This is an optimization exercise on Yosys and OpenROAD, whose aim is small area, a short achievable clock period and few clock cycles, not a production implementation.
Only simulation tests tie the RTL to the original design; equivalence was not proved.
No activity file was given, so power comes from the tool's default toggle rates.

`flow/config.mk`:
```
export PLATFORM = sky130hd
export DESIGN_NAME = alu
export DESIGN_NICKNAME = alu
export VERILOG_FILES = /design/flow/design.v
export SDC_FILE = /design/flow/constraint.sdc
export NUM_CORES = 4
export LEC_CHECK = 0
export CAP_MARGIN = 20
export CORE_MARGIN = 2
export CORE_UTILIZATION = 40
export SETUP_SLACK_MARGIN = 4.5
export SLEW_MARGIN = 20
```
`flow/constraint.sdc`:
```
create_clock -name core_clock -period 9.0 [get_ports {i_clk}]
set_input_delay 1.8000 -clock core_clock [delete_from_list [all_inputs] [get_ports {i_clk}]]
set_output_delay 1.8000 -clock core_clock [all_outputs]
set_load 0.01 [all_outputs]
```
`flow/design.v`:
```
module alu #(
    parameter INT_W  = 4,
    parameter FRAC_W = 6,
    parameter INST_W = 4,
    parameter DATA_W = INT_W + FRAC_W
)(
    input                     i_clk,
    input                     i_rst_n,
    input                     i_valid,
    input signed [DATA_W-1:0] i_data_a,
    input signed [DATA_W-1:0] i_data_b,
    input        [INST_W-1:0] i_inst,
    output                    o_valid,
    output       [DATA_W-1:0] o_data
);
wire signed [9:0] a = i_data_a;
wire signed [9:0] b = i_data_b;
wire is_addsub = (i_inst[3:1] == 3'b000);
wire is_mul    = (i_inst[3:1] == 3'b001);
wire is_sub    = (i_inst == 4'd1);
wire is_mac    = (i_inst == 4'd3);
wire is_tanh   = (i_inst == 4'd4);
wire t_r1 = (a <= -10'sd96);
wire t_r2 = !t_r1 && (a <= -10'sd32);
wire t_r5 = (a > 10'sd96);
wire t_r4 = !t_r5 && (a > 10'sd32);
wire t_r3 = !(t_r1 || t_r2 || t_r4 || t_r5);
wire [9:0] tanh_x = t_r1 ? -10'sd64 : t_r2 ? -10'sd16 : t_r4 ? 10'sd16 : t_r5 ? 10'sd64 : 10'sd0;
reg [3:0] clz, ctz;
integer k;
always @(*) begin
    clz = 4'd10;
    for (k = 0; k < 10; k = k + 1) if (a[k]) clz = 9 - k;
    ctz = 4'd10;
    for (k = 9; k >= 0; k = k - 1) if (a[k]) ctz = k;
end
wire [3:0] cpop = a[0] + a[1] + a[2] + a[3] + a[4] + a[5] + a[6] + a[7] + a[8] + a[9];
wire [9:0] rol_1 = b[0] ? {a[8:0], a[9]} : a;
wire [9:0] rol_2 = b[1] ? {rol_1[7:0], rol_1[9:8]} : rol_1;
wire [9:0] rol_4 = b[2] ? {rol_2[5:0], rol_2[9:6]} : rol_2;
wire [9:0] rol   = b[3] ? {rol_4[1:0], rol_4[9:2]} : rol_4;
reg [9:0] x;
always @(*) begin
    case (i_inst)
        4'd0:    x = b;
        4'd1:    x = ~b;
        4'd4:    x = tanh_x;
        4'd5:    x = a | ~b;
        4'd6:    x = {6'd0, clz};
        4'd7:    x = {6'd0, ctz};
        4'd8:    x = {6'd0, cpop};
        4'd9:    x = rol;
        default: x = 10'd0;
    endcase
end
wire [9:0] m = {b[9:7] & {3{is_mul}}, (b[6] & is_mul) | is_addsub | (is_tanh & t_r3),
                (b[5] & is_mul) | (is_tanh & (t_r2 | t_r4)), b[4:0] & {5{is_mul}}};
wire ts1 = ~(a[0] & m[9]) ^ (a[1] & m[8]);
wire tc2 = ~(a[0] & m[9]) & (a[1] & m[8]);
wire ts3 = 1'b1 ^ ~(a[1] & m[9]) ^ (a[2] & m[8]);
wire tc4 = (1'b1 & ~(a[1] & m[9])) | (1'b1 & (a[2] & m[8])) | (~(a[1] & m[9]) & (a[2] & m[8]));
wire ts5 = 1'b1 ^ (a[1] & m[4]);
wire tc6 = 1'b1 & (a[1] & m[4]);
wire ts7 = (a[2] & m[4]) ^ (a[3] & m[3]) ^ (a[4] & m[2]);
wire tc8 = ((a[2] & m[4]) & (a[3] & m[3])) | ((a[2] & m[4]) & (a[4] & m[2])) | ((a[3] & m[3]) & (a[4] & m[2]));
wire ts9 = (a[0] & m[7]) ^ (a[3] & m[4]) ^ (a[4] & m[3]);
wire tc10 = ((a[0] & m[7]) & (a[3] & m[4])) | ((a[0] & m[7]) & (a[4] & m[3])) | ((a[3] & m[4]) & (a[4] & m[3]));
wire ts11 = (a[5] & m[2]) ^ (a[6] & m[1]);
wire tc12 = (a[5] & m[2]) & (a[6] & m[1]);
wire ts13 = (a[0] & m[8]) ^ (a[1] & m[7]) ^ (a[4] & m[4]);
wire tc14 = ((a[0] & m[8]) & (a[1] & m[7])) | ((a[0] & m[8]) & (a[4] & m[4])) | ((a[1] & m[7]) & (a[4] & m[4]));
wire ts15 = (a[5] & m[3]) ^ (a[6] & m[2]) ^ (a[7] & m[1]);
wire tc16 = ((a[5] & m[3]) & (a[6] & m[2])) | ((a[5] & m[3]) & (a[7] & m[1])) | ((a[6] & m[2]) & (a[7] & m[1]));
wire ts17 = (a[8] & m[0]) ^ (a[2] & m[6]);
wire tc18 = (a[8] & m[0]) & (a[2] & m[6]);
wire ts19 = (a[2] & m[7]) ^ (a[5] & m[4]) ^ (a[6] & m[3]);
wire tc20 = ((a[2] & m[7]) & (a[5] & m[4])) | ((a[2] & m[7]) & (a[6] & m[3])) | ((a[5] & m[4]) & (a[6] & m[3]));
wire ts21 = (a[7] & m[2]) ^ (a[8] & m[1]) ^ ~(a[9] & m[0]);
wire tc22 = ((a[7] & m[2]) & (a[8] & m[1])) | ((a[7] & m[2]) & ~(a[9] & m[0])) | ((a[8] & m[1]) & ~(a[9] & m[0]));
wire ts23 = ts1 ^ (a[3] & m[6]) ^ (a[4] & m[5]);
wire tc24 = (ts1 & (a[3] & m[6])) | (ts1 & (a[4] & m[5])) | ((a[3] & m[6]) & (a[4] & m[5]));
wire ts25 = (a[3] & m[7]) ^ (a[6] & m[4]) ^ (a[7] & m[3]);
wire tc26 = ((a[3] & m[7]) & (a[6] & m[4])) | ((a[3] & m[7]) & (a[7] & m[3])) | ((a[6] & m[4]) & (a[7] & m[3]));
wire ts27 = (a[8] & m[2]) ^ ~(a[9] & m[1]) ^ tc2;
wire tc28 = ((a[8] & m[2]) & ~(a[9] & m[1])) | ((a[8] & m[2]) & tc2) | (~(a[9] & m[1]) & tc2);
wire ts29 = ts3 ^ (a[4] & m[6]) ^ (a[5] & m[5]);
wire tc30 = (ts3 & (a[4] & m[6])) | (ts3 & (a[5] & m[5])) | ((a[4] & m[6]) & (a[5] & m[5]));
wire ts31 = ~(a[2] & m[9]) ^ (a[3] & m[8]) ^ (a[4] & m[7]);
wire tc32 = (~(a[2] & m[9]) & (a[3] & m[8])) | (~(a[2] & m[9]) & (a[4] & m[7])) | ((a[3] & m[8]) & (a[4] & m[7]));
wire ts33 = (a[7] & m[4]) ^ (a[8] & m[3]) ^ ~(a[9] & m[2]);
wire tc34 = ((a[7] & m[4]) & (a[8] & m[3])) | ((a[7] & m[4]) & ~(a[9] & m[2])) | ((a[8] & m[3]) & ~(a[9] & m[2]));
wire ts35 = tc4 ^ (a[5] & m[6]) ^ (a[6] & m[5]);
wire tc36 = (tc4 & (a[5] & m[6])) | (tc4 & (a[6] & m[5])) | ((a[5] & m[6]) & (a[6] & m[5]));
wire ts37 = ~(a[3] & m[9]) ^ (a[4] & m[8]) ^ (a[5] & m[7]);
wire tc38 = (~(a[3] & m[9]) & (a[4] & m[8])) | (~(a[3] & m[9]) & (a[5] & m[7])) | ((a[4] & m[8]) & (a[5] & m[7]));
wire ts39 = (a[8] & m[4]) ^ ~(a[9] & m[3]) ^ (a[6] & m[6]);
wire tc40 = ((a[8] & m[4]) & ~(a[9] & m[3])) | ((a[8] & m[4]) & (a[6] & m[6])) | (~(a[9] & m[3]) & (a[6] & m[6]));
wire ts41 = ~(a[4] & m[9]) ^ (a[5] & m[8]) ^ (a[6] & m[7]);
wire tc42 = (~(a[4] & m[9]) & (a[5] & m[8])) | (~(a[4] & m[9]) & (a[6] & m[7])) | ((a[5] & m[8]) & (a[6] & m[7]));
wire ts43 = (a[0] & m[4]) ^ (a[1] & m[3]);
wire tc44 = (a[0] & m[4]) & (a[1] & m[3]);
wire ts45 = (a[2] & m[3]) ^ (a[3] & m[2]) ^ (a[4] & m[1]);
wire tc46 = ((a[2] & m[3]) & (a[3] & m[2])) | ((a[2] & m[3]) & (a[4] & m[1])) | ((a[3] & m[2]) & (a[4] & m[1]));
wire ts47 = (a[5] & m[0]) ^ ts5;
wire tc48 = (a[5] & m[0]) & ts5;
wire ts49 = (a[5] & m[1]) ^ (a[6] & m[0]) ^ tc6;
wire tc50 = ((a[5] & m[1]) & (a[6] & m[0])) | ((a[5] & m[1]) & tc6) | ((a[6] & m[0]) & tc6);
wire ts51 = ts7 ^ (a[0] & m[6]) ^ (a[1] & m[5]);
wire tc52 = (ts7 & (a[0] & m[6])) | (ts7 & (a[1] & m[5])) | ((a[0] & m[6]) & (a[1] & m[5]));
wire ts53 = (a[7] & m[0]) ^ ts11 ^ tc8;
wire tc54 = ((a[7] & m[0]) & ts11) | ((a[7] & m[0]) & tc8) | (ts11 & tc8);
wire ts55 = ts9 ^ (a[1] & m[6]) ^ (a[2] & m[5]);
wire tc56 = (ts9 & (a[1] & m[6])) | (ts9 & (a[2] & m[5])) | ((a[1] & m[6]) & (a[2] & m[5]));
wire ts57 = tc12 ^ tc10 ^ ts13;
wire tc58 = (tc12 & tc10) | (tc12 & ts13) | (tc10 & ts13);
wire ts59 = ts15 ^ (a[3] & m[5]) ^ ts17;
wire tc60 = (ts15 & (a[3] & m[5])) | (ts15 & ts17) | ((a[3] & m[5]) & ts17);
wire ts61 = tc14 ^ tc16 ^ ts19;
wire tc62 = (tc14 & tc16) | (tc14 & ts19) | (tc16 & ts19);
wire ts63 = ts21 ^ tc18 ^ ts23;
wire tc64 = (ts21 & tc18) | (ts21 & ts23) | (tc18 & ts23);
wire ts65 = tc20 ^ tc22 ^ ts25;
wire tc66 = (tc20 & tc22) | (tc20 & ts25) | (tc22 & ts25);
wire ts67 = ts27 ^ tc24 ^ ts29;
wire tc68 = (ts27 & tc24) | (ts27 & ts29) | (tc24 & ts29);
wire ts69 = tc26 ^ ts31 ^ ts33;
wire tc70 = (tc26 & ts31) | (tc26 & ts33) | (ts31 & ts33);
wire ts71 = tc28 ^ tc30 ^ ts35;
wire tc72 = (tc28 & tc30) | (tc28 & ts35) | (tc30 & ts35);
wire ts73 = tc32 ^ tc34 ^ ts37;
wire tc74 = (tc32 & tc34) | (tc32 & ts37) | (tc34 & ts37);
wire ts75 = (a[7] & m[5]) ^ tc36 ^ ts39;
wire tc76 = ((a[7] & m[5]) & tc36) | ((a[7] & m[5]) & ts39) | (tc36 & ts39);
wire ts77 = ~(a[9] & m[4]) ^ tc38 ^ ts41;
wire tc78 = (~(a[9] & m[4]) & tc38) | (~(a[9] & m[4]) & ts41) | (tc38 & ts41);
wire ts79 = (a[7] & m[6]) ^ (a[8] & m[5]) ^ tc40;
wire tc80 = ((a[7] & m[6]) & (a[8] & m[5])) | ((a[7] & m[6]) & tc40) | ((a[8] & m[5]) & tc40);
wire ts81 = ~(a[5] & m[9]) ^ (a[6] & m[8]) ^ (a[7] & m[7]);
wire tc82 = (~(a[5] & m[9]) & (a[6] & m[8])) | (~(a[5] & m[9]) & (a[7] & m[7])) | ((a[6] & m[8]) & (a[7] & m[7]));
wire ts83 = tc42 ^ (a[8] & m[6]) ^ ~(a[9] & m[5]);
wire tc84 = (tc42 & (a[8] & m[6])) | (tc42 & ~(a[9] & m[5])) | ((a[8] & m[6]) & ~(a[9] & m[5]));
wire ts85 = ~(a[6] & m[9]) ^ (a[7] & m[8]) ^ (a[8] & m[7]);
wire tc86 = (~(a[6] & m[9]) & (a[7] & m[8])) | (~(a[6] & m[9]) & (a[8] & m[7])) | ((a[7] & m[8]) & (a[8] & m[7]));
wire ts87 = (a[0] & m[3]) ^ (a[1] & m[2]);
wire tc88 = (a[0] & m[3]) & (a[1] & m[2]);
wire ts89 = (a[2] & m[2]) ^ (a[3] & m[1]) ^ (a[4] & m[0]);
wire tc90 = ((a[2] & m[2]) & (a[3] & m[1])) | ((a[2] & m[2]) & (a[4] & m[0])) | ((a[3] & m[1]) & (a[4] & m[0]));
wire ts91 = tc44 ^ ts45 ^ (a[0] & m[5]);
wire tc92 = (tc44 & ts45) | (tc44 & (a[0] & m[5])) | (ts45 & (a[0] & m[5]));
wire ts93 = tc46 ^ tc48 ^ ts49;
wire tc94 = (tc46 & tc48) | (tc46 & ts49) | (tc48 & ts49);
wire ts95 = tc50 ^ ts53 ^ tc52;
wire tc96 = (tc50 & ts53) | (tc50 & tc52) | (ts53 & tc52);
wire ts97 = tc54 ^ ts57 ^ tc56;
wire tc98 = (tc54 & ts57) | (tc54 & tc56) | (ts57 & tc56);
wire ts99 = tc58 ^ ts61 ^ tc60;
wire tc100 = (tc58 & ts61) | (tc58 & tc60) | (ts61 & tc60);
wire ts101 = tc62 ^ ts65 ^ tc64;
wire tc102 = (tc62 & ts65) | (tc62 & tc64) | (ts65 & tc64);
wire ts103 = tc66 ^ ts69 ^ tc68;
wire tc104 = (tc66 & ts69) | (tc66 & tc68) | (ts69 & tc68);
wire ts105 = tc70 ^ ts73 ^ tc72;
wire tc106 = (tc70 & ts73) | (tc70 & tc72) | (ts73 & tc72);
wire ts107 = tc74 ^ ts77 ^ tc76;
wire tc108 = (tc74 & ts77) | (tc74 & tc76) | (ts77 & tc76);
wire ts109 = ts81 ^ tc78 ^ ts83;
wire tc110 = (ts81 & tc78) | (ts81 & ts83) | (tc78 & ts83);
wire ts111 = tc82 ^ ts85 ^ ~(a[9] & m[6]);
wire tc112 = (tc82 & ts85) | (tc82 & ~(a[9] & m[6])) | (ts85 & ~(a[9] & m[6]));
wire ts113 = ~(a[7] & m[9]) ^ (a[8] & m[8]) ^ ~(a[9] & m[7]);
wire tc114 = (~(a[7] & m[9]) & (a[8] & m[8])) | (~(a[7] & m[9]) & ~(a[9] & m[7])) | ((a[8] & m[8]) & ~(a[9] & m[7]));
wire ts115 = (a[0] & m[2]) ^ (a[1] & m[1]);
wire tc116 = (a[0] & m[2]) & (a[1] & m[1]);
wire ts117 = (a[2] & m[1]) ^ (a[3] & m[0]) ^ ts87;
wire tc118 = ((a[2] & m[1]) & (a[3] & m[0])) | ((a[2] & m[1]) & ts87) | ((a[3] & m[0]) & ts87);
wire ts119 = tc88 ^ ts43 ^ ts89;
wire tc120 = (tc88 & ts43) | (tc88 & ts89) | (ts43 & ts89);
wire ts121 = tc90 ^ ts47 ^ ts91;
wire tc122 = (tc90 & ts47) | (tc90 & ts91) | (ts47 & ts91);
wire ts123 = tc92 ^ ts51 ^ ts93;
wire tc124 = (tc92 & ts51) | (tc92 & ts93) | (ts51 & ts93);
wire ts125 = ts55 ^ tc94 ^ ts95;
wire tc126 = (ts55 & tc94) | (ts55 & ts95) | (tc94 & ts95);
wire ts127 = ts59 ^ tc96 ^ ts97;
wire tc128 = (ts59 & tc96) | (ts59 & ts97) | (tc96 & ts97);
wire ts129 = tc98 ^ ts63 ^ ts99;
wire tc130 = (tc98 & ts63) | (tc98 & ts99) | (ts63 & ts99);
wire ts131 = ts67 ^ tc100 ^ ts101;
wire tc132 = (ts67 & tc100) | (ts67 & ts101) | (tc100 & ts101);
wire ts133 = ts71 ^ tc102 ^ ts103;
wire tc134 = (ts71 & tc102) | (ts71 & ts103) | (tc102 & ts103);
wire ts135 = ts75 ^ tc104 ^ ts105;
wire tc136 = (ts75 & tc104) | (ts75 & ts105) | (tc104 & ts105);
wire ts137 = ts79 ^ tc106 ^ ts107;
wire tc138 = (ts79 & tc106) | (ts79 & ts107) | (tc106 & ts107);
wire ts139 = tc80 ^ ts109 ^ tc108;
wire tc140 = (tc80 & ts109) | (tc80 & tc108) | (ts109 & tc108);
wire ts141 = tc84 ^ ts111 ^ tc110;
wire tc142 = (tc84 & ts111) | (tc84 & tc110) | (ts111 & tc110);
wire ts143 = tc86 ^ ts113 ^ tc112;
wire tc144 = (tc86 & ts113) | (tc86 & tc112) | (ts113 & tc112);
wire ts145 = ~(a[8] & m[9]) ^ ~(a[9] & m[8]) ^ tc114;
wire tc146 = (~(a[8] & m[9]) & ~(a[9] & m[8])) | (~(a[8] & m[9]) & tc114) | (~(a[9] & m[8]) & tc114);
wire [19:0] row0 = {1'b1, (a[9] & m[9]), tc144, tc142, tc140, tc138, tc136, tc134, tc132, tc130, tc128, tc126, tc124, tc122, tc120, tc118, tc116, (a[2] & m[0]), (a[0] & m[1]), (a[0] & m[0])};
wire [19:0] row1 = {1'b0, tc146, ts145, ts143, ts141, ts139, ts137, ts135, ts133, ts131, ts129, ts127, ts125, ts123, ts121, ts119, ts117, ts115, (a[1] & m[0]), 1'b0};
wire [6:0] lo = row0[5:0] + row1[5:0];
reg        o_valid_r;
reg  [9:0] x_r;
reg [13:0] r0_r, r1_r;
reg        c6_r;
always @(posedge i_clk or negedge i_rst_n) begin
    if (!i_rst_n) begin
        o_valid_r <= 1'b0;
        x_r       <= 10'd0;
    end else begin
        o_valid_r <= i_valid;
        if (i_valid && !is_mac) x_r <= x;
        else if (o_valid_r)     x_r <= o_data;
    end
end
always @(posedge i_clk) begin
    r0_r <= row0[19:6];
    r1_r <= row1[19:6];
    c6_r <= lo[6] | is_sub;
end
wire [13:0] xrow = {{4{x_r[9]}}, x_r};
wire [13:0] xs = r0_r ^ r1_r ^ xrow;
wire [13:0] xc = (r0_r & r1_r) | (r0_r & xrow) | (r1_r & xrow);
wire [14:0] sum = {xs, 1'b1} + {xc[12:0], 1'b0, c6_r};
wire [13:0] S = sum[14:1];
wire        ovf = ~(&S[13:9] | ~|S[13:9]);
assign o_valid = o_valid_r;
assign o_data  = ovf ? {S[13], {9{~S[13]}}} : S[9:0];
endmodule
```
`flow/flow/run.sh`:
```
#!/bin/bash
# The standard layout, except that the input and output ports are buffered
# with buf_2 cells (buffer_ports otherwise picks a slow delay buffer).
set -euo pipefail
bash standard.sh "BUFFER_PORTS_ARGS=-buffer_cell sky130_fd_sc_hd__buf_2" finish > standard_flow.log 2>&1
```
`flow/standard.sh`:
```
#!/bin/bash
# synth_recipe.tcl (not shown) runs the flow's synth.tcl, then flattens the netlist and writes it again
# the make line also repeats each setting of config.mk as NAME=value (left out here)
make -C /OpenROAD-flow-scripts/flow DESIGN_CONFIG=/design/flow/config.mk WORK_HOME=/design/flow/orfs CLKGATE_MAP_FILE= SYNTH_SCRIPT=/design/flow/synth_recipe.tcl "${@:-finish}"
```
==> results of run 1 <==
layer usage:
metal	global-route usage [%]	vias to the layer above	wire, um
li1	-	2461	-
met1	34.4	2755	8250
met2	46.2	261	9860
met3	5.68	40	1500
met4	9.69	0	520
met5	0	-	0
flip-flops by register name, summed over array words and instances, names as in the netlist:
name / count
r1_r: 13
c6_r: 1
r0_r: 13
x_r: 10
o_valid_r: 1
power breakdown:
| group | internal, mW | switching (mW) | leakage, nW |
|---|---|---|---|
| clock network | 0.155 | 0.0651 | 0.0953 |
| registers | 0.216 | 0.0434 | 0.358 |
| logic | 1.23 | 1.24 | 3.24 |
worst reg2reg max path, stage by stage (launching register included):
cell and delay (ps):
sky130_fd_sc_hd__dfrtp_1 430, sky130_fd_sc_hd__fa_1 590, sky130_fd_sc_hd__ha_4 240, sky130_fd_sc_hd__a21o_1 210
sky130_fd_sc_hd__a21oi_4 160, sky130_fd_sc_hd__a21oi_4 100, sky130_fd_sc_hd__a311oi_4 410, sky130_fd_sc_hd__xnor2_4 220
sky130_fd_sc_hd__buf_6 150, sky130_fd_sc_hd__buf_4 130, sky130_fd_sc_hd__o41ai_4 90, sky130_fd_sc_hd__buf_4 160
sky130_fd_sc_hd__buf_4 130, sky130_fd_sc_hd__a2111oi_0 400, sky130_fd_sc_hd__nor2_1 100
final timing paths:
path                       depth (start not counted)  slack, ps         to
max                                               13       3780  o_data[7]
min                                                1        570     x_r[0]
max reg2reg                                       14       5330     x_r[3]
min reg2reg                                        1        570     x_r[0]
max in group asynchronous                          1       7380     x_r[9]
min in group asynchronous                          1       1390     x_r[8]
synth_stat cells (11+ instances only):
cell / n
sky130_fd_sc_hd__a21oi_1: 30
sky130_fd_sc_hd__and2_1: 21
sky130_fd_sc_hd__and3_1: 36
sky130_fd_sc_hd__clkbuf_1: 38
sky130_fd_sc_hd__dfrtp_1: 11
sky130_fd_sc_hd__dfxtp_1: 27
sky130_fd_sc_hd__fa_1: 83
sky130_fd_sc_hd__ha_1: 29
sky130_fd_sc_hd__inv_1: 96
sky130_fd_sc_hd__nand2_1: 84
sky130_fd_sc_hd__nand3_1: 13
sky130_fd_sc_hd__nor2_1: 29
sky130_fd_sc_hd__o21ai_0: 17
repair_timing:
action	4_1_cts	5_1_grt
pin swaps	69	48
cloned	8	0
gates resized for setup	150	53
setup buffers	73	17
setup endpoints to repair	38	32
stage by stage:
| step | instances | area [um2] |
|---|---|---|
| 3_5_place_dp | 848 | 6280 |
| 3_3_place_gp | 848 | 6280 |
| 6_report | 954 | 8130 |
| 2_1_floorplan | 672 | 6200 |
| 5_1_grt | 954 | 8130 |
| 4_1_cts | 937 | 7800 |
cell usage in the layout (no fill, tap or decap), types with 5 or more instances in the layout:
master and instances:
sky130_fd_sc_hd__mux2_2 7, sky130_fd_sc_hd__mux2i_1 8, sky130_fd_sc_hd__clkbuf_16 6, sky130_fd_sc_hd__and3_1 31, sky130_fd_sc_hd__buf_4 70, sky130_fd_sc_hd__and2_4 14
sky130_fd_sc_hd__inv_2 18, sky130_fd_sc_hd__inv_1 72, sky130_fd_sc_hd__xnor2_1 6, sky130_fd_sc_hd__nor3_1 6, sky130_fd_sc_hd__a211oi_1 5, sky130_fd_sc_hd__and2_1 7
sky130_fd_sc_hd__nor2_1 24, sky130_fd_sc_hd__o21a_1 6, sky130_fd_sc_hd__fa_1 58, sky130_fd_sc_hd__xor2_1 6, sky130_fd_sc_hd__nand2_1 73, sky130_fd_sc_hd__a31oi_1 5
sky130_fd_sc_hd__and3_4 5, sky130_fd_sc_hd__a21o_1 5, sky130_fd_sc_hd__nand3_1 11, sky130_fd_sc_hd__a22oi_1 7, sky130_fd_sc_hd__ha_1 17, sky130_fd_sc_hd__buf_16 8
sky130_fd_sc_hd__dfrtp_1 10, sky130_fd_sc_hd__nand2_2 10, sky130_fd_sc_hd__o21ai_1 5, sky130_fd_sc_hd__o22ai_1 9, sky130_fd_sc_hd__ha_4 11, sky130_fd_sc_hd__a21oi_1 22
sky130_fd_sc_hd__dfxtp_1 27, sky130_fd_sc_hd__fa_2 25, sky130_fd_sc_hd__buf_6 25, sky130_fd_sc_hd__nand2b_1 9, sky130_fd_sc_hd__nor2_4 6, sky130_fd_sc_hd__o21ai_0 10
sky130_fd_sc_hd__buf_2 19, sky130_fd_sc_hd__mux4_2 8
cells by family after synthesis:
| logic type | Yosys count | share of synthesized area [%] |
|---|---|---|
| AOI/OAI and AO/OA | 125 | 14.9 |
| and+or+nand+nor | 220 | 18.6 |
| buffers and inverters | 137 | 8.93 |
| adders and majority gates | 112 | 35.1 |
| muxes | 23 | 5.87 |
| xor gates and xnor gates | 17 | 2.58 |
| DFF | 38 | 14.1 |
layout make-up:
| type | count | area (um2) |
|---|---|---|
| multi-input cells | 503 | 5220 |
| fillers | 1186 | 5860 |
| repair buffers | 129 | 1280 |
| clock inverters | 1 | 30.0 |
| flip-flops and latches | 38 | 817 |
| inverters | 96 | 384 |
| well taps | 180 | 225 |
| clock buffers | 7 | 164 |
==> metrics list, run 1 <==
- Mean instance size in the synthesized netlist: 8.59 um2
- Fraction of final layout cells sized beyond drive strength 1: 39.4%
- Number of top-level pins: 38
* Worst Setup SP: x_r[3]
- Asr flop ratio synth: 28.9%
- At the worst endpoint, the required time is 7200 ps.
* Area contributors post-synth: sky130_fd_sc_hd__fa_1 29%, sky130_fd_sc_hd__dfxtp_1 9.4%, sky130_fd_sc_hd__ha_1 6.3%
- Compared with the post-synthesis result, the final layout area differs by 40.7%.
- Post-synthesis sequential element count: 38
* Cts bufs inserted: 5
- Avg Vias per Cell: 5.78
* Critical Path Sink Type: output port
- For this run, the share of the core covered by cells in the final layout is 58.1%.
- Height of the die: 124 um
* Final HPWL DP: 13600 um
- Most prevalent standard cell on the critical path: sky130_fd_sc_hd__nand2_1
- Routed wirelength normalized by instance count: 21.1 um
* Final max-slew violation count: 0
- After routing, the total negative slack on setup checks comes to 0 ps.
- The startpoint identified for the worst register-to-register timing path is x_r[3].
- For this block, the via count after detailed routing is 5517.
- For this run the aggregate overflow at the end of global routing stands at 0.
* # H-tree levels: 2
- The root buffer cell chosen for the clock tree is sky130_fd_sc_hd__clkbuf_16.
* Post-cts hold buffer count: 0
- Global routing consumed, over all layers together, 27.3% of the routing resources.
- Kind of launch point of the worst setup path: flop
- Syn. warnings: 1
- The clock passes through at most 2 buffers.
- Hold Violations, Final: 0
- The clock reaches the later pin of the worst-skew pair after 280 ps.
- The clock net in this run drives a total of 38 sinks.
- The initial utilization of the core area, before any placement, comes to 41.3%.
* Cell area power density: 362 nW/um2
* DIE AREA: 15400 um2
* Crit share post-route: 58.0%
- Measured against its own limit, the worst slew margin works out to 47.9%.
- The first global-routing pass estimated 31400 um of wire.
* Total length of routed wires: 20100 um
- Hold slack: 568 ps
* Floorplan core area: 14000 um2
* Final worst path period need: 5220 ps
- Final net count: 912
- Worst-path cell with the longest stage delay: sky130_fd_sc_hd__fa_1
- The detail route stage leaves a number of antenna-violating nets equal to 0.
* FP Rows: 43
* First-iteration detailed-routing DRC count: 553
* Synth Instances: 672
* Static leakage: 3.69 nW
- Number of antenna violations at the first check in global routing: 0
- Maximum number of pins on one net before global-route repair: 31
* Minimum setup slack after placement: 3200 ps
* Post-synthesis cell type with the largest combined area: sky130_fd_sc_hd__fa_1
- After synthesis, flip-flops and latches occupy 14.1% of the total area.
* Count of unique library cells instantiated by Yosys: 60
- In this run, synthesis inferred 0 flip-flops with an integrated enable.
- Post-synth design cell area: 5780 um2
* Final worst clock skew: 7.09 ps
- Max-cap violations in this run came to 0.
* Final setup violation count: 0
- Routability-driven placement finished with a final weighted congestion of 0.988.
- The most used flip-flop cell after synthesis is sky130_fd_sc_hd__dfxtp_1.
- Count of buffering cells on the critical path with inverters included: 3
- IR analysis of the VDD net gives a maximum drop of 0.358 mV.
- From left edge to right edge, the die measures 124 um.
* Clock Pin Slew Worst Setup and Hold Paths: 60 ps
* Critical path's top delay family: compound AO/OA/AOI/OAI gates
* Stage delay of the slowest cell on the critical path: 530 ps
- 0 antenna diodes ended up in the layout.
- Cell-by-cell trace of the critical path: fa_1, ha_4, o21ai_4, a221oi_4, a31oi_4, o21bai_2, xnor2_2, buf_6, buf_12, o41ai_4, nand2_1, nand2_1, buf_2
- RSZ-0062 raised after global routing: true
* Path class of the lowest-slack min-delay path: reg2reg
- Worst Path Max Fanout: 4
* Launch point of the worst hold path: o_valid_r
- Area fraction of the dominant cell type after synthesis: 28.8%
- The via count of the first global-routing pass is 5764.
- Worst setup slack after layout: 3780 ps
* TritonCTS clock tree: yes
- Final Total Pwr: 2.94 mW
- For this run, the detailed router's first-pass iteration total came to 5.
- Max frequency: 192 MHz
- Run status: complete, no violations
- For the pin with the worst max-slew slack, the measured transition is 779 ps.
- Number of remaining DRC errors: 0
* Data arrival time of the critical path: 3420 ps
* Synthesized netlist net count: 811
- The count of buffers added on input and output ports is 37.
- Critical path class: reg2out
Testbench counts, summed over its fixed seeds: cycles 24,000.
==> run 2, diff against run 1 <==
--- a/flow/config.mk
+++ b/flow/config.mk
@@ -10,3 +10,3 @@
 export CORE_UTILIZATION = 40
-export SETUP_SLACK_MARGIN = 4.5
+export SETUP_SLACK_MARGIN = 3.0
 export SLEW_MARGIN = 20
==> run 2 against run 1 <==
Fmax decreased by 6.7%. Die area unchanged. Flip-flop and latch count unchanged. Register-to-register slack improved by 90 ps. Highest routed layer unchanged. Global-route usage decreased by 4.9 points. Sequential power about the same. Total power decreased by 40%. Largest power group unchanged. Clock skew increased by 2.2 ps.
==> metrics list, run 2 <==
- The post-detailed-route count of antenna-violating nets was 0 (unchanged).
- The number of buffers inserted by port buffering is 37 (unchanged).
- Via count of the first global-routing pass: 4893 (-15%)
* Area of combinational cells with multiple inputs: 4450 um2 (-15%)
* Synthesis-to-layout area growth: 7.60%
* Data arrival time of the critical path: 3800 ps (+380 ps)
- The proportion of synthesized flip-flops having asynchronous set or reset was 28.9% (unchanged).
* Final global-route overflow total: 0 (unchanged)
* Buffer depth of the longest clock path: 2 (unchanged)
- The top cell types in the final layout, fill and taps aside, are 96 x sky130_fd_sc_hd__inv_1, 84 x sky130_fd_sc_hd__nand2_1, 83 x sky130_fd_sc_hd__fa_1.
- The die extent in y came to 124 um (unchanged).
- Critical Path Sink Type: output port
* Final setup violation count: 0 (unchanged)
* Critical path destination: o_data[5]
- Max frequency: 179 MHz (-6.7%)
- The worst hold path belongs to the class reg2reg.
- The measured slew at the worst slew-check pin was 918 ps (+138 ps).
- The worst endpoint required time came to 7200 ps (about the same).
- The area share of the leading cell type in the synthesized netlist is 28.8% (unchanged).
- For this run, the leading register cell type out of synthesis is sky130_fd_sc_hd__dfxtp_1.
- Top cell types by occurrence after synthesis: 96 x sky130_fd_sc_hd__inv_1, 84 x sky130_fd_sc_hd__nand2_1, 83 x sky130_fd_sc_hd__fa_1, 38 x sky130_fd_sc_hd__clkbuf_1, 36 x sky130_fd_sc_hd__and3_1
* Avg Vias per Cell: 5.73 (-0.93%)
- In the final layout, the registers with the most flip-flops are r0_r x13, r1_r x13, x_r x10.
* Beginning of the worst register-to-register path: x_r[6]
* Total via count in the routed design: 4910 (-11%)
- The all-layer global routing usage came to 22.4% (-4.9 points).
* Worst Path Max Fanout: 7 (+3)
- The DRC violations left came to 0 (unchanged).
- TritonCTS built the clock tree.
- Final worst clock skew: 9.30 ps (+2.21 ps)
- Final net count: 815 (-11%)
* Maximum number of pins on one net before global-route repair: 49 (+58%)
- The total power divided by cell area was 283 nW/um2 (-22%).
- R2r worst-path depth: 10 (-4)
- Most common cell after layout, fill and taps aside: sky130_fd_sc_hd__inv_1
- Global-route wire length before repair: 26400 um (-16%)
- Floorplan core area: 14000 um2 (unchanged)
* Final max-slew violation count: 0 (unchanged)
- The post-route total power came to 1.76 mW (-40%).
* Kind of launch point of the worst setup path: flop
* RSZ-0062 raised after global routing: false
* TritonRoute pass-1 iters: 5 (unchanged)
* Diodes inserted: 0 (unchanged)
- The peak ir drop on the vdd network is 0.202 mV (-44%).
- The register-to-register setup slack is 5420 ps (+90 ps).
- The summed instance area of the synthesized netlist is 5780 um2 (unchanged).
- Routed wirelength normalized by instance count: 18.7 um (-11%)
- The flop and latch count out of synthesis was 38 (unchanged).
- Clock Pin Slew Worst Setup and Hold Paths: 60 ps (about the same)
- The cell row count is 43 (unchanged).
- # H-tree levels: 2 (unchanged)
* Number of antenna violations at the first check in global routing: 0 (unchanged)
- Count leader, synth: sky130_fd_sc_hd__inv_1
- First-iteration detailed-routing DRC count: 601 (+8.7%)
- Post-cts hold buffer count: 0 (unchanged)
- Syn. warnings: 1 (unchanged)
- Final TNS setup: 0 ps (unchanged)
- Clk sink count: 38 (unchanged)
- Clock insertion delay at the later pin of the skew report: 280 ps (about the same)
* Seq/Total Area, Yosys: 14.1% (unchanged)
* Filler Cell Count: 1410 (+19%)
* Storage element area: 816 um2 (-0.15%)
- The standby leakage power came to 3.00 nW (-19%).
* Number of top-level pins: 38 (unchanged)
- Final core utilization: 44.4% (-14 points)
- Endpoint of the lowest-slack register-to-register path: x_r[2]
- The average footprint of a synthesized cell was 8.59 um2 (unchanged).
* DIE AREA: 15400 um2 (unchanged)
- Max-capacitance violation count: 0 (unchanged)
* Final HPWL DP: 12600 um (-7.7%)
- Setup Fix Bufs, Post-CTS: 0 (-100%)
* Crit share post-route: 62.2% (+4.2 points)
* Final worst path period need: 5600 ps (+377 ps)
- Cell area after placement: 6040 um2 (-3.8%)
- The post-detailed-routing wire length came to 16000 um (-20%).
- Run status: complete, no violations
* GP Congestion: 1.00 (+1.2%)
- Post-synthesis cell type with the largest combined area: sky130_fd_sc_hd__fa_1
- By area the synthesized netlist is led by sky130_fd_sc_hd__fa_1 29%, sky130_fd_sc_hd__dfxtp_1 9.4%, sky130_fd_sc_hd__ha_1 6.3%.
* Starting density of the core: 41.3% (unchanged)
* Worst Setup SP: x_r[9]
- Relative max-transition margin: 38.6% (-9.3 points)
* Critical path class: reg2out
* Count of unique library cells instantiated by Yosys: 60 (unchanged)
- The synthesized net count came to 811 (unchanged).
- EDFF count, synth: 0 (unchanged)
- CTS placed an instance of sky130_fd_sc_hd__clkbuf_16 at the clock tree root.
- Fraction of final layout cells sized beyond drive strength 1: 10.5% (-29 points)
- Hold Violations, Final: 0 (unchanged)
- The clock buffer count from CTS came to 5 (unchanged).
- Overall die width: 124 um (unchanged)
- The post-synthesis instance total was 672 (unchanged).
- The area of all placed cells without fillers was 6210 um2 (-24%).
[run 2: cell counts after synthesis]
Identical to the previous run, type by type.
[run 2: cell type report]
class,instances,area share [%]
inverter,96,5.80
clock inverter,2,0.604
multi-input combinational,497,71.7
tap,180,3.62
clock buffer,6,2.07
sequential,38,13.1
timing repair buffer,38,3.10
[run 2: metal layers]
layer | vias to the layer above | share of wire, % | track usage [%]
li1 | 2251 | - | -
met1 | 2453 | 47 | 32.8
met2 | 183 | 46 | 36.3
met3 | 23 | 5.0 | 2.20
met4 | 0 | 1.3 | 4.14
met5 | - | 0 | 0
[run 2: what timing repair did]
action,4_1_cts,5_1_grt
setup endpoints to repair,0,1
hold endpoints to repair,0,0
resized for setup,0,1
[run 2: logic make-up (layout without fill, tap and decap cells)]
logic type	count (synthesis)	after routing	share of synthesized area, %
simple gates	220	220	18.6
buf+inv	137	142	8.93
compound gates	125	125	14.9
fa+ha+maj	112	112	35.1
flops	38	38	14.1
mux	23	23	5.87
xor+xnor	17	17	2.58
[run 2: metrics by stage]
step	cells	hold WS, ps	worst slack, ps
after global placement	849	527	3260
after global routing	857	572	3120
after detailed placement	849	529	3250
final	857	532	3400
after floorplan	672	547	3710
after CTS	857	538	3260
[run 2: worst min path at each step]
stage / start / end / slack, ps / depth (start not counted)
final: o_valid_r / x_r[0] / 530 / 1
after global routing: o_valid_r / x_r[0] / 570 / 1
after CTS: o_valid_r / x_r[0] / 540 / 1
after detailed placement: o_valid_r / x_r[0] / 530 / 1
after global placement: o_valid_r / x_r[0] / 530 / 1
after floorplan: o_valid_r / x_r[0] / 550 / 1
[run 2: report_power, final]
group	switching [mW]	leakage, nW	internal [mW]
Combinational	0.799	2.57	0.500
Clock	0.0647	0.0771	0.131
Sequential	0.0463	0.359	0.216
[run 2: critical path, stage by stage (launching register included)]
cell                       delay (ps)
sky130_fd_sc_hd__dfrtp_1          510
sky130_fd_sc_hd__fa_1             520
sky130_fd_sc_hd__ha_1             390
sky130_fd_sc_hd__a21oi_1          150
sky130_fd_sc_hd__o21ai_0          110
sky130_fd_sc_hd__o21a_1           210
sky130_fd_sc_hd__a311oi_1         380
sky130_fd_sc_hd__xnor2_2          240
sky130_fd_sc_hd__a31oi_1          590
sky130_fd_sc_hd__a21oi_1          190
sky130_fd_sc_hd__inv_1             90
sky130_fd_sc_hd__buf_2            120
==> run 3, diff against run 2 <==
--- a/flow/config.mk
+++ b/flow/config.mk
@@ -10,3 +10,3 @@
 export CORE_UTILIZATION = 40
-export SETUP_SLACK_MARGIN = 3.0
+export SETUP_SLACK_MARGIN = 2.5
 export SLEW_MARGIN = 20
==> run 3 against run 2 <==
Still clean on timing, DRC and antenna. Flip-flop and latch count did not move. Core utilization fell by 0.054 points. Cell count did not move. Count of clock-buffer cells in the layout did not move. Sequential share of layout area barely moved. Fmax fell by 2.3%. Clock skew rose by 0.50 ps. Total power fell by 0.37%. Worst hold slack improved by 4.3 ps. Clock power barely moved. Synthesized cell count did not move.
==> metrics list, run 3 <==
- The run finished with no timing, DRC or antenna violations.
* Buffer depth of the longest clock path: 2 (unchanged)
* Max-capacitance violation count: 0 (unchanged)
* Count of buffering cells on the critical path with inverters included: 2 (unchanged)
* Syn. warnings: 1 (unchanged)
- Final global-route overflow total: 0 (unchanged)
* Mean instance size in the synthesized netlist: 8.59 um2 (unchanged)
- Endpoint of the lowest-slack register-to-register path: x_r[2]
* Worst Path Max Fanout: 10 (+3)
- Starting density of the core: 41.3% (unchanged)
* Area fraction of the dominant cell type after synthesis: 28.8% (unchanged)
* Most prevalent standard cell on the critical path: sky130_fd_sc_hd__a21oi_1
* RSZ-0062 raised after global routing: false
- The number of distinct library cell variants in the gate-level netlist after synthesis came to 60 (unchanged).
- Post-synth design cell area: 5780 um2 (unchanged)
* Relative max-transition margin: 36.3% (-2.3 points)
- The highest clock rate came to 175 MHz (-2.3%).
- TritonRoute pass-1 iters: 5 (unchanged)
- Clock insertion delay at the later pin of the skew report: 280 ps (about the same)
- Avg Vias per Cell: 5.66 (-1.2%)
* DIE AREA: 15400 um2 (unchanged)
- The number of buffers inserted by port buffering is 37 (unchanged).
- The post-cts repair resize count is 0 (unchanged).
- The number of fill cells in the layout is 1413 (+0.21%).
- Yosys instantiated no cell more often than sky130_fd_sc_hd__inv_1.
* Post-synthesis cell type with the largest combined area: sky130_fd_sc_hd__fa_1
- Logic depth of the worst path, buffers included: 11 (unchanged)
* Total via count in the routed design: 4852 (-1.2%)
- Critical path class: reg2out
- The number of DRC markers after the initial detailed-route iteration was 502 (-16%).
- The maximum single-stage delay on the critical path was 750 ps (+160 ps).
* Endpoint required time on the critical path: 7200 ps (about the same)
- In the post-synthesis netlist, the biggest area contributors are sky130_fd_sc_hd__fa_1 29%, sky130_fd_sc_hd__dfxtp_1 9.4%, sky130_fd_sc_hd__ha_1 6.3%.
- The register-to-register setup slack was 5190 ps (-230 ps).
- Synthesis-to-layout area growth: 7.47%
- The critical path ends at o_data[5].
- Worst-path cell with the longest stage delay: sky130_fd_sc_hd__xnor2_1
* FP Rows: 43 (unchanged)
- Worst Setup SP: x_r[9]
- Routed wirelength normalized by instance count: 18.8 um (+0.44%)
- # H-tree levels: 2 (unchanged)
* Storage element area: 816 um2 (unchanged)
* Beginning of the worst register-to-register path: x_r[9]
* Final net count: 815 (unchanged)
* Clk sink count: 38 (unchanged)
* Worst ir drop on vdd: 0.195 mV (-3.7%)
* Height of the die: 124 um (unchanged)
* TritonCTS clock tree: yes
- Data arrival time of the critical path: 3930 ps (+130 ps)
- In the synthesized netlist the dominant register cell turns out to be sky130_fd_sc_hd__dfxtp_1.
- Cell-by-cell trace of the critical path: fa_1, ha_1, a21oi_1, o21ai_0, o21a_1, a311oi_1, xnor2_1, o41ai_4, a21oi_1, inv_1, buf_2
- The ratio of final minimum period to clock period is 63.7% (+1.5 points).
- Launch point of the worst hold path: o_valid_r
* Final setup violation count: 0 (unchanged)
* Cell area power density: 282 nW/um2 (-0.25%)
* Number of antenna violations at the first check in global routing: 0 (unchanged)
* Asr flop ratio synth: 28.9% (unchanged)
- Hold Violations, Final: 0 (unchanged)
- Via count of the first global-routing pass: 4893 (unchanged)
* Floorplan core area: 14000 um2 (unchanged)
- The post-synthesis instance total was 672 (unchanged).
- The post-route total power came to 1.75 mW (-0.37%).
- Critical Path Sink Type: output port
* Most used cells in the layout excluding fill and tap cells: 96 x sky130_fd_sc_hd__inv_1, 84 x sky130_fd_sc_hd__nand2_1, 83 x sky130_fd_sc_hd__fa_1
* Maximum number of pins on one net before global-route repair: 49 (unchanged)
* Final worst path period need: 5730 ps (+133 ps)
- In this run the clock root is driven by a sky130_fd_sc_hd__clkbuf_16.
* Post-cts hold buffer count: 0 (unchanged)
* Final worst clock skew: 9.80 ps (+0.502 ps)
- Slew at the pin with the worst max-slew slack: 953 ps (+35.1 ps)
* Diodes inserted: 0 (unchanged)
- The first-pass GRT wire length was 26400 um (unchanged).
- Fraction of final layout cells sized beyond drive strength 1: 10.3% (-0.15 points)
- The count of flip-flops with a built-in enable after synthesis was 0 (unchanged).
- The global placement routability congestion was 1.00 (unchanged).
- Static leakage: 3.00 nW (-0.19%)
- The all-layer global routing usage came to 22.4% (unchanged).
* Number of top-level pins: 38 (unchanged)
* Number of remaining DRC errors: 0 (unchanged)
* Largest registers: r0_r x13, r1_r x13, x_r x10
* Seq/Total Area, Yosys: 14.1% (unchanged)
* Cts bufs inserted: 5 (unchanged)
- The max-slew violation count came to 0 (unchanged).
- The combined area of the multi-input logic cells is 4450 um2 (-0.17%).
- Total length of routed wires: 16100 um (+0.44%)
- Top cell types by occurrence after synthesis: 96 x sky130_fd_sc_hd__inv_1, 84 x sky130_fd_sc_hd__nand2_1, 83 x sky130_fd_sc_hd__fa_1, 38 x sky130_fd_sc_hd__clkbuf_1, 36 x sky130_fd_sc_hd__and3_1
- The worst setup path is launched from a flop.
- The post-CTS clock slew at the launch and capture registers of the worst setup and hold paths was 60 ps (about the same).
* Post-synthesis sequential element count: 38 (unchanged)
* Post-route antenna net violation count: 0 (unchanged)
- Overall die width: 124 um (unchanged)
* Critical path's top delay family: compound AO/OA/AOI/OAI gates
* R2r worst-path depth: 10 (unchanged)
- Setup Fix Bufs, Post-CTS: 0 (unchanged)
- Synthesized netlist net count: 811 (unchanged)
- Final TNS setup: 0 ps (unchanged)
- Most common cell after layout, fill and taps aside: sky130_fd_sc_hd__inv_1
* Final HPWL DP: 12600 um (unchanged)
* Path class of the lowest-slack min-delay path: reg2reg
run 3: changes by cell type in the layout (fill, tap and decap cells not counted):
cell                      before  now
sky130_fd_sc_hd__xnor2_1       8    9
sky130_fd_sc_hd__xnor2_2       1    0
run 3: area by class of cell:
class	count	area share, %
tap	180	3.63
timing repair buffer	38	3.10
inverter	96	5.81
clock buffer	6	2.08
multi-input combinational	497	71.6
sequential	38	13.1
clock inverter	2	0.605
run 3: worst min-delay path by stage:
| stage | end | slack [ps] | cells after the start |
|---|---|---|---|
| 6_report | x_r[0] | 540 | 1 |
| 5_1_grt | x_r[0] | 570 | 1 |
| 4_1_cts | x_r[0] | 540 | 1 |
| 3_5_place_dp | x_r[0] | 530 | 1 |
| 3_3_place_gp | x_r[0] | 530 | 1 |
| 2_1_floorplan | x_r[0] | 550 | 1 |
run 3: report_power, final:
part	leakage (nW)	internal (mW)	switching [mW]
Sequential	0.359	0.216	0.0465
Combinational	2.56	0.495	0.796
Clock	0.0771	0.131	0.0653
Total	3.00	0.842	0.908
run 3: worst register-to-register path: stages, from the launching register on:
cell and delay [ps]:
sky130_fd_sc_hd__dfrtp_1 510, sky130_fd_sc_hd__fa_1 530, sky130_fd_sc_hd__ha_1 420, sky130_fd_sc_hd__a21oi_1 90
sky130_fd_sc_hd__o21ai_0 230, sky130_fd_sc_hd__o21a_1 170, sky130_fd_sc_hd__a311oi_1 50, sky130_fd_sc_hd__xnor2_1 750
sky130_fd_sc_hd__o41ai_4 340, sky130_fd_sc_hd__a2111oi_0 480, sky130_fd_sc_hd__nor2_1 100
run 3: logic make-up (layout without fill, tap and decap cells):
family	after synthesis	in the layout	synth area share, %
simple gates	220	220	18.6
mux	23	23	5.87
buf+inv	137	142	8.93
xor+xnor	17	17	2.58
fa+ha+maj	112	112	35.1
compound gates	125	125	14.9
flops	38	38	14.1
run 3: through the flow:
stage / util [%] / instance area [um2] / hold slack (ps) / setup slack (ps) / instances
4_1_cts: 44.4 / 6210 / 538 / 3260 / 857
2_1_floorplan: - / 5780 / 547 / 3710 / 672
3_3_place_gp: 43.2 / 6040 / 527 / 3260 / 849
6_report: 44.4 / 6210 / 537 / 3270 / 857
5_1_grt: 44.4 / 6210 / 572 / 2980 / 857
3_5_place_dp: 43.2 / 6040 / 529 / 3250 / 849
run 3: per-layer routing:
layer	GRT usage [%]	vias to the layer above	part of all wire [%]
li1	-	2250	-
met1	32.8	2388	46
met2	36.3	193	46
met3	2.20	21	6.3
met4	4.14	0	1.3
met5	0	-	0

afterwards: timing with drivers on the ports:
Ports are ideal in the flow. The routed layouts listed here were re-timed in OpenROAD.
Step 1, drivers: a clkbuf_16 drives i_clk and a buf_2 each remaining input, both assumed.
Step 2, shift: input delay + t, output delay - t, t = (earliest + latest rising clock arrival at the registers) / 2. This alone moves slack from input paths to output paths.
a / b / c = no drivers / after step 1 / after step 2; a / b = the first two.
| run | shift t [ns] | slack for setup (ns) | latest minus earliest clock arrival (ns) | worst data-port slew with drivers (ns) | cell pins on the clock port's net |
|---|---|---|---|---|---|
| run 1 | 0.319 | 3.780 / 3.739 / 3.785 | 0.007 / 0.007 | 0.13 | 1 |
| run 2 | 0.312 | 3.402 / 3.368 / 3.206 | 0.009 / 0.009 | 0.03 | 1 |
| run 3 | 0.313 | 3.270 / 3.235 / 3.219 | 0.010 / 0.010 | 0.03 | 1 |
After both steps every run listed still meets setup and hold. For run 2, which loses most, drivers alone change the setup slack by -0.034 ns; drivers and shift together by -0.196 ns.
